Context: an optimization exercise on an open-source flow, tuned for small area. The choices shown serve that exercise and are no tape-out recipe. Only simulation tests tie the RTL to the original design; equivalence was not proved. The flow treats the clock pin as an ideal source, which a real chip does not have. No activity file was given, so power comes from the tool's default toggle rates.

Design mul16_top, start of the top module:
module mul16_top(
    input   wire            clk,
    input   wire            a_signed,
    input   wire            b_signed,
    input   wire    [15:0]  mula,
    input   wire    [15:0]  mulb,
    output  reg     [31:0]  p
);
reg             a_signed_q, b_signed_q;
reg     [15:0]  mula_q, mulb_q;
wire    [31:0]  prod;
always @(posedge clk) begin
    a_signed_q <= a_signed;
    b_signed_q <= b_signed;
    mula_q     <= mula;
    mulb_q     <= mulb;
    p          <= prod;
end
multi16x16 mult(
    .a_signed(a_signed_q),
    .b_signed(b_signed_q),
    .mula(mula_q),
    .mulb(mulb_q),
    .out(prod)
);
endmodule
Settings: LEC_CHECK=0, ABC_AREA=1, CAP_MARGIN=20, CORE_MARGIN=2, CORE_UTILIZATION=55, CTS_BUF_LIST=sky130_fd_sc_hd__clkbuf_4 sky130_fd_sc_hd__clkbuf_8, CTS_CLUSTER_SIZE=16, SLEW_MARGIN=20, SYNTH_HIERARCHICAL=1; clock period 6.5 ns.
standard.sh (not shown) runs the stock make flow with config.mk's settings and CLKGATE_MAP_FILE= SYNTH_SCRIPT=/design/flow/synth_recipe.tcl, a recipe that flattens the netlist after the stock synthesis.
==> flow/flow/run.sh <==
#!/bin/bash
# Standard ORFS layout (the standard.sh, unchanged synthesis), except:
#  - the port buffers inserted before global placement are the smallest buffer
#    cell instead of the resizer's default choice;
#  - clock tree synthesis does not add dummy loads to balance the tree.
# Full make/tool output goes to standard.log; ORFS keeps each step's own log
# under orfs/logs/.
set -euo pipefail
export BUFFER_PORTS_ARGS="-buffer_cell sky130_fd_sc_hd__buf_1"
export CTS_ARGS="-sink_clustering_enable -repair_clock_nets -dont_use_dummy_load -sink_clustering_size 8 -sink_clustering_max_diameter 40 -root_buf sky130_fd_sc_hd__clkbuf_4 -buf_list {sky130_fd_sc_hd__clkbuf_4}"
bash standard.sh > standard.log 2>&1
==> next run, changes <==
==> flow/flow/run.sh (replaced) <==
#!/bin/bash
# Standard ORFS layout (the standard.sh, unchanged synthesis), except:
#  - the port buffers inserted before global placement are the smallest buffer
#    cell instead of the resizer's default choice;
#  - clock tree synthesis uses clkbuf_4 for the root and the leaves and does
#    not add dummy loads to balance the tree.
# Full make/tool output goes to standard.log; ORFS keeps each step's own log
# under orfs/logs/.
set -euo pipefail
export BUFFER_PORTS_ARGS="-buffer_cell sky130_fd_sc_hd__buf_1"
export CTS_ARGS="-sink_clustering_enable -repair_clock_nets -dont_use_dummy_load -sink_clustering_size 12 -sink_buffer_max_cap_derate 0.5 -root_buf sky130_fd_sc_hd__clkbuf_4 -buf_list {sky130_fd_sc_hd__clkbuf_4}"
bash standard.sh > standard.log 2>&1
What happened: Total power stays the same. Cell area stays the same. Register-to-register slack is about the same. Utilization does not change. Critical path depth stays the same. Non-clock buffer count stays the same. Clock power hardly moves.
==> next run, changes <==
==> flow/flow/run.sh (replaced) <==
#!/bin/bash
# Standard ORFS layout (the standard.sh, unchanged synthesis), except:
#  - the port buffers inserted before global placement are the smallest buffer
#    cell instead of the resizer's default choice;
#  - clock tree synthesis does not add dummy loads to balance the tree.
# Full make/tool output goes to standard.log; ORFS keeps each step's own log
# under orfs/logs/.
set -euo pipefail
export BUFFER_PORTS_ARGS="-buffer_cell sky130_fd_sc_hd__buf_1"
export CTS_ARGS="-sink_clustering_enable -repair_clock_nets -dont_use_dummy_load -sink_clustering_size 12 -root_buf sky130_fd_sc_hd__clkbuf_4 -buf_list {sky130_fd_sc_hd__clkbuf_4}"
bash standard.sh > standard.log 2>&1
- CORE_UTILIZATION: 55 -> 70
After rerunning:
- combinational power increases by about 1%
- flip-flop and latch count stays the same
- register-to-register slack is worse by 0.08 ns
- total power increases by 1.0%
- critical path depth increases by 2
- fmax decreases by 1.4%
- core utilization increases by 15 points
- cell count decreases by 4.3%
- sequential share of layout area stays flat
- sequential power is about the same
- clock skew increases by 0.0067 ns

========
mul16_top again, from the RTL that the note above started with.
// mul16_top
module mul16_top(
    input   wire            clk,
    input   wire            a_signed,
    input   wire            b_signed,
    input   wire    [15:0]  mula,
    input   wire    [15:0]  mulb,
    output  reg     [31:0]  p
);
==> flow/config.mk <==
export PLATFORM = sky130hd
export DESIGN_NAME = mul16_top
export DESIGN_NICKNAME = mul16_top
export VERILOG_FILES = /design/flow/design.v
export SDC_FILE = /design/flow/constraint.sdc
export NUM_CORES = 4
export LEC_CHECK = 0
export ABC_AREA = 1
export CAP_MARGIN = 20
export CORE_MARGIN = 2
export CORE_UTILIZATION = 55
export CTS_BUF_LIST = sky130_fd_sc_hd__clkbuf_4 sky130_fd_sc_hd__clkbuf_8
export CTS_CLUSTER_SIZE = 16
export SLEW_MARGIN = 20
export SYNTH_HIERARCHICAL = 1
==> flow/constraint.sdc <==
create_clock -name core_clock -period 6.5 [get_ports {clk}]
set_input_delay 1.3000 -clock core_clock [delete_from_list [all_inputs] [get_ports {clk}]]
set_output_delay 1.3000 -clock core_clock [all_outputs]
set_load 0.01 [all_outputs]
==> flow/flow/run.sh <==
#!/bin/bash
# The standard layout (standard.sh, synthesis unchanged) with these changes:
#  - before floorplan, combinational cells that synthesis upsized are swapped
#    back to their smallest drive strength (flow/downsize.tcl); the standard
#    repair steps add drive back where slew, capacitance or timing need it;
#  - the port buffers inserted before global placement are buf_1 instead of
#    the resizer's default choice;
#  - clock tree synthesis uses clkbuf_4 buffers and adds no dummy loads; after
#    it, a clock buffer driving 10 or more pins becomes a clkbuf_8
#    (flow/cts_fix.tcl) to keep clock-pin slews low.
# The full output of the make run goes to standard.log here; ORFS keeps each
# step's own log under orfs/logs/.
set -euo pipefail
here=$(pwd)
export BUFFER_PORTS_ARGS="-buffer_cell sky130_fd_sc_hd__buf_1"
export CTS_ARGS="-sink_clustering_enable -repair_clock_nets -dont_use_dummy_load -sink_clustering_size 12 -root_buf sky130_fd_sc_hd__clkbuf_4 -buf_list {sky130_fd_sc_hd__clkbuf_4}"
export PRE_FLOORPLAN_TCL="$here/flow/downsize.tcl"
export POST_CTS_TCL="$here/flow/cts_fix.tcl"
export CTS_FIX_MIN_SINKS=10
bash standard.sh > standard.log 2>&1
Other scripts of this flow, unchanged in this note and not shown: flow/flow/cts_fix.tcl, flow/flow/downsize.tcl
Then changed:
--- a/flow/flow/run.sh
+++ b/flow/flow/run.sh
@@ -5,0 +6,2 @@
+#  - global placement is not timing-driven (no rebuffering there); the
+#    synthesis buffers are still removed before it (flow/unbuffer.tcl);
@@ -18,0 +21 @@
+export PRE_GLOBAL_PLACE_TCL="$here/flow/unbuffer.tcl"
==> flow/flow/unbuffer.tcl (new file) <==
# PRE_GLOBAL_PLACE hook: remove the buffers synthesis inserted, as the
# standard flow does when global placement is timing-driven; the standard
# repair_design step after placement adds back the buffers that slew,
# capacitance or fanout limits need.
remove_buffers
Settings changed: GPL_TIMING_DRIVEN set to 0.
The new run finished with timing, DRC and antenna clean.
Count of clock-buffer cells in the layout stays the same.
Hold slack improves by 8.7 ps.
Cell area shrinks by 0.78%.
Critical path depth is lower by 1.
Flip-flop and latch count does not change.
Global-route usage goes down by 1.4 points.
Clock power increases by about 2%.

========
lagoon:
Starting RTL as in the previous note.
Settings: LEC_CHECK=0, ABC_AREA=1, CAP_MARGIN=20, CORE_MARGIN=2, CORE_UTILIZATION=55, CTS_BUF_LIST=sky130_fd_sc_hd__clkbuf_4 sky130_fd_sc_hd__clkbuf_8, CTS_CLUSTER_SIZE=16, SLEW_MARGIN=20, SYNTH_HIERARCHICAL=1; clock period 6.5 ns.
==> flow/flow/run.sh <==
#!/bin/bash
# Standard ORFS layout (the standard.sh, unchanged synthesis), except:
#  - the port buffers inserted before global placement are the smallest buffer
#    cell instead of the resizer's default choice;
#  - clock tree synthesis does not add dummy loads to balance the tree.
# Full make/tool output goes to standard.log; ORFS keeps each step's own log
# under orfs/logs/.
set -euo pipefail
export BUFFER_PORTS_ARGS="-buffer_cell sky130_fd_sc_hd__buf_1"
export CTS_ARGS="-sink_clustering_enable -repair_clock_nets -dont_use_dummy_load -sink_clustering_size 12 -root_buf sky130_fd_sc_hd__clkbuf_4 -buf_list {sky130_fd_sc_hd__clkbuf_4}"
bash standard.sh > standard.log 2>&1
lagoon went all the way through synthesis, placement and routing and the layout is clean on timing, DRC and antenna.
Relative to lagoon, the following input files were edited for maple:
==> flow/flow/run.sh <==
#!/bin/bash
# Standard ORFS layout (the standard.sh, unchanged synthesis), except:
#  - the port buffers inserted before global placement are the smallest buffer
#    cell instead of the resizer's default choice;
#  - clock tree synthesis does not add dummy loads to balance the tree;
#  - after global routing, gates off the critical paths are downsized
#    (ORFS RECOVER_POWER step).
# Full make/tool output goes to standard.log; ORFS keeps each step's own log
# under orfs/logs/.
set -euo pipefail
export BUFFER_PORTS_ARGS="-buffer_cell sky130_fd_sc_hd__buf_1"
export CTS_ARGS="-sink_clustering_enable -repair_clock_nets -dont_use_dummy_load -sink_clustering_size 16 -buf_list {sky130_fd_sc_hd__clkbuf_4 sky130_fd_sc_hd__clkbuf_8}"
export RECOVER_POWER=100
bash standard.sh > standard.log 2>&1
[summary]
- | final wirelength | maple vs lagoon | ≈ equal |
- Reported for lagoon and maple, instance count after placement with tap cells included turned out identical to the last digit.
- In maple the final non-filler cell area turned out about 0.5% higher than in lagoon.
- The run showing the smaller critical path depth is lagoon.
- The hold slack in maple was lower than what lagoon gave.
- lagoon → maple: sequential power ~0 delta; mean number of vias per cell +0.043; total power +1.1%; final cell count ~0 delta; cell area power density +about 0.56%.
- The signed area change from the synthesized netlist to the final layout number comes out lower for lagoon vs maple.

========
Setup of run 1:
mul16_top again, from the RTL that the note above started with.
==> flow/config.mk <==
export PLATFORM = sky130hd
export DESIGN_NAME = mul16_top
export DESIGN_NICKNAME = mul16_top
export VERILOG_FILES = /design/flow/design.v
export SDC_FILE = /design/flow/constraint.sdc
export NUM_CORES = 4
export LEC_CHECK = 0
export ABC_AREA = 1
export CAP_MARGIN = 20
export CORE_MARGIN = 2
export CORE_UTILIZATION = 55
export CTS_BUF_LIST = sky130_fd_sc_hd__clkbuf_4 sky130_fd_sc_hd__clkbuf_8
export CTS_CLUSTER_SIZE = 16
export SLEW_MARGIN = 20
export SYNTH_HIERARCHICAL = 1
==> flow/constraint.sdc <==
create_clock -name core_clock -period 6.5 [get_ports {clk}]
set_input_delay 1.3000 -clock core_clock [delete_from_list [all_inputs] [get_ports {clk}]]
set_output_delay 1.3000 -clock core_clock [all_outputs]
set_load 0.01 [all_outputs]
==> flow/flow/run.sh <==
#!/bin/bash
# Standard ORFS layout (the standard.sh, unchanged synthesis), except:
#  - the port buffers inserted before global placement are the smallest buffer
#    cell instead of the resizer's default choice;
#  - clock tree synthesis does not add dummy loads to balance the tree.
# Full make/tool output goes to standard.log; ORFS keeps each step's own log
# under orfs/logs/.
set -euo pipefail
export BUFFER_PORTS_ARGS="-buffer_cell sky130_fd_sc_hd__buf_1"
export CTS_ARGS="-sink_clustering_enable -repair_clock_nets -dont_use_dummy_load -sink_clustering_size 16 -buf_list {sky130_fd_sc_hd__clkbuf_4 sky130_fd_sc_hd__clkbuf_8}"
bash standard.sh > standard.log 2>&1
The flow did not stop early for run 1: all stages ran, and the layout cleared the timing, design-rule and antenna checks.
For run 2, these inputs were changed with respect to run 1:
==> flow/flow/run.sh <==
#!/bin/bash
# Standard ORFS layout (the standard.sh, unchanged synthesis), except:
#  - the port buffers inserted before global placement are the smallest buffer
#    cell instead of the resizer's default choice;
#  - clock tree synthesis uses clkbuf_4 for the root and the leaves and does
#    not add dummy loads to balance the tree.
# Full make/tool output goes to standard.log; ORFS keeps each step's own log
# under orfs/logs/.
set -euo pipefail
export BUFFER_PORTS_ARGS="-buffer_cell sky130_fd_sc_hd__buf_1"
export CTS_ARGS="-sink_clustering_enable -repair_clock_nets -dont_use_dummy_load -sink_clustering_size 12 -root_buf sky130_fd_sc_hd__clkbuf_4 -buf_list {sky130_fd_sc_hd__clkbuf_4}"
bash standard.sh > standard.log 2>&1
## What came out
Compared with run 1, run 2 shows a lower areal power density over the cells.
Run 1 → run 2: period utilization has remained practically unchanged; post-synthesis sequential element count has remained practically unchanged; part of the power in the clock network has decreased; violation count after the first detailed-routing iteration has decreased.
Compared run 2 vs run 1, and required time at the worst-slack endpoint is up in run 2.
Compared with run 1, run 2 ends up with less cell area.
Looking at the reports, run 2 completed the entire flow and the layout it produced met the timing, design-rule and antenna checks.
Total inserted antenna cells was higher in the run labelled run 2.
Modified inputs, run 3 compared to run 2
==> flow/flow/run.sh <==
#!/bin/bash
# Standard ORFS layout (the standard.sh, unchanged synthesis), except that the
# port buffers inserted before global placement are the smallest buffer cell
# instead of the resizer's default choice. Full make/tool output goes to
# standard.log; ORFS keeps each step's own log under orfs/logs/.
set -euo pipefail
export BUFFER_PORTS_ARGS="-buffer_cell sky130_fd_sc_hd__buf_1"
bash standard.sh > standard.log 2>&1
Against run 2, cell internal power dissipation in run 3 came out worse. Compared with run 2, run 3 shows a clock-pin slew of the registers on the worst-case setup and hold paths that is 0.04 ns lower. Side by side, setup slack turned out higher in run 3 than in run 2. There was hardly any difference in global-route wire length before repair between run 3 and run 2. On run 3: clock group power is 75% higher than what run 2 gave.
Edits applied to the flow inputs when going from run 3 to run 4:
==> flow/flow/run.sh <==
#!/bin/bash
# Standard ORFS layout (the standard.sh, unchanged synthesis), except:
#  - the port buffers inserted before global placement are the smallest buffer
#    cell instead of the resizer's default choice;
#  - clock tree synthesis does not add dummy loads to balance the tree.
# Full make/tool output goes to standard.log; ORFS keeps each step's own log
# under orfs/logs/.
set -euo pipefail
export BUFFER_PORTS_ARGS="-buffer_cell sky130_fd_sc_hd__buf_1"
export CTS_ARGS="-sink_clustering_enable -repair_clock_nets -dont_use_dummy_load -sink_clustering_size 8 -root_buf sky130_fd_sc_hd__clkbuf_4 -buf_list {sky130_fd_sc_hd__clkbuf_4}"
bash standard.sh > standard.log 2>&1
--- outcome ---
- Cmp run 4 vs run 3: DRC marker count from the first detailed-route iteration lower in run 4
- Comparing sequential share of cell area for run 4 and run 3, the smaller number came from run 3.
- Cmp run 4 vs run 3: actual transition at the worst max-transition pin lower in run 4
- Compared with run 3, in run 4 shortest clock period the worst path allows after layout increased by 0.011 ns relative to the old numbers; buffering overhead closely matched the old numbers; number of fill cells in the layout increased by 14 relative to the old numbers.
- When run 4 is measured against run 3, its total power turns out 150 uW lower.
- Global-route usage of run 3 is on par with run 4.
- The growth of design area from synthesis to finish reported for run 4 is smaller than that of run 3 by 1.5 points.
- The setup slack of run 4 is smaller than that of run 3.
Here is what was changed in the inputs of run 5 compared with run 4.
diff --git a/flow/flow/run.sh b/flow/flow/run.sh
--- a/flow/flow/run.sh
+++ b/flow/flow/run.sh
@@ -8,4 +8,4 @@
 set -euo pipefail
 export BUFFER_PORTS_ARGS="-buffer_cell sky130_fd_sc_hd__buf_1"
-export CTS_ARGS="-sink_clustering_enable -repair_clock_nets -dont_use_dummy_load -sink_clustering_size 8 -root_buf sky130_fd_sc_hd__clkbuf_4 -buf_list {sky130_fd_sc_hd__clkbuf_4}"
+export CTS_ARGS="-sink_clustering_enable -repair_clock_nets -dont_use_dummy_load -sink_clustering_size 12 -buf_list {sky130_fd_sc_hd__clkbuf_2 sky130_fd_sc_hd__clkbuf_4}"
 bash standard.sh > standard.log 2>&1
Looking at run 5 and run 4, the required time at the worst-slack endpoint is a wash. Diff run 4..run 5 | final cell count | unchanged. Diff run 5..run 4 | power | unchanged. Comparing run 4 against run 5, there is no change at all in final sequential cell count. Compared run 5 against run 4; count of buffers from port buffering within noise. Global routing met1 resource utilization: run 5 vs run 4, no meaningful difference. Run 5 -> run 4: met2 demand-to-capacity share in global routing delta 0, exact match. There was hardly any difference in share of power burned in combinational logic between run 5 and run 4.

-- afterwards: timing with drivers on the ports --
The flow's constraints put no driver on any port. The routed layouts listed below were extracted and timed again, unchanged, in two steps. Step 1 assumes that a clkbuf_16 drives the clock port and a buf_2 every other input. Step 2 adds t to the input delays and takes it off the output delays; t is the mean of the earliest and latest rising clock arrival at the registers after step 1. Input paths then give back, and output paths get back, about the clock's delay inside the block. a / b / c = no drivers / after step 1 / after step 2; a / b = the first two.
run | t, ns | setup WS [ns] | worst data-port slew with drivers (ns)
the first run of note 1 | 0.476 | 0.621 / 0.621 / 0.621 | 0.03
the second run of note 1 | 0.476 | 0.621 / 0.621 / 0.621 | 0.03
the third run of note 1 | 0.470 | 0.537 / 0.537 / 0.537 | 0.04
the first run of note 2 | 0.484 | 0.608 / 0.608 / 0.608 | 0.04
the second run of note 2 | 0.493 | 0.434 / 0.434 / 0.434 | 0.03
lagoon | 0.476 | 0.621 / 0.621 / 0.621 | 0.03
maple | 0.401 | 0.580 / 0.580 / 0.580 | 0.03
run 1 | 0.402 | 0.616 / 0.616 / 0.616 | 0.03
run 2 | 0.476 | 0.621 / 0.621 / 0.621 | 0.03
run 3 | 0.407 | 0.632 / 0.632 / 0.632 | 0.03
run 4 | 0.476 | 0.621 / 0.621 / 0.621 | 0.03
run 5 | 0.476 | 0.621 / 0.621 / 0.621 | 0.03
After both steps every run listed still meets setup and hold.
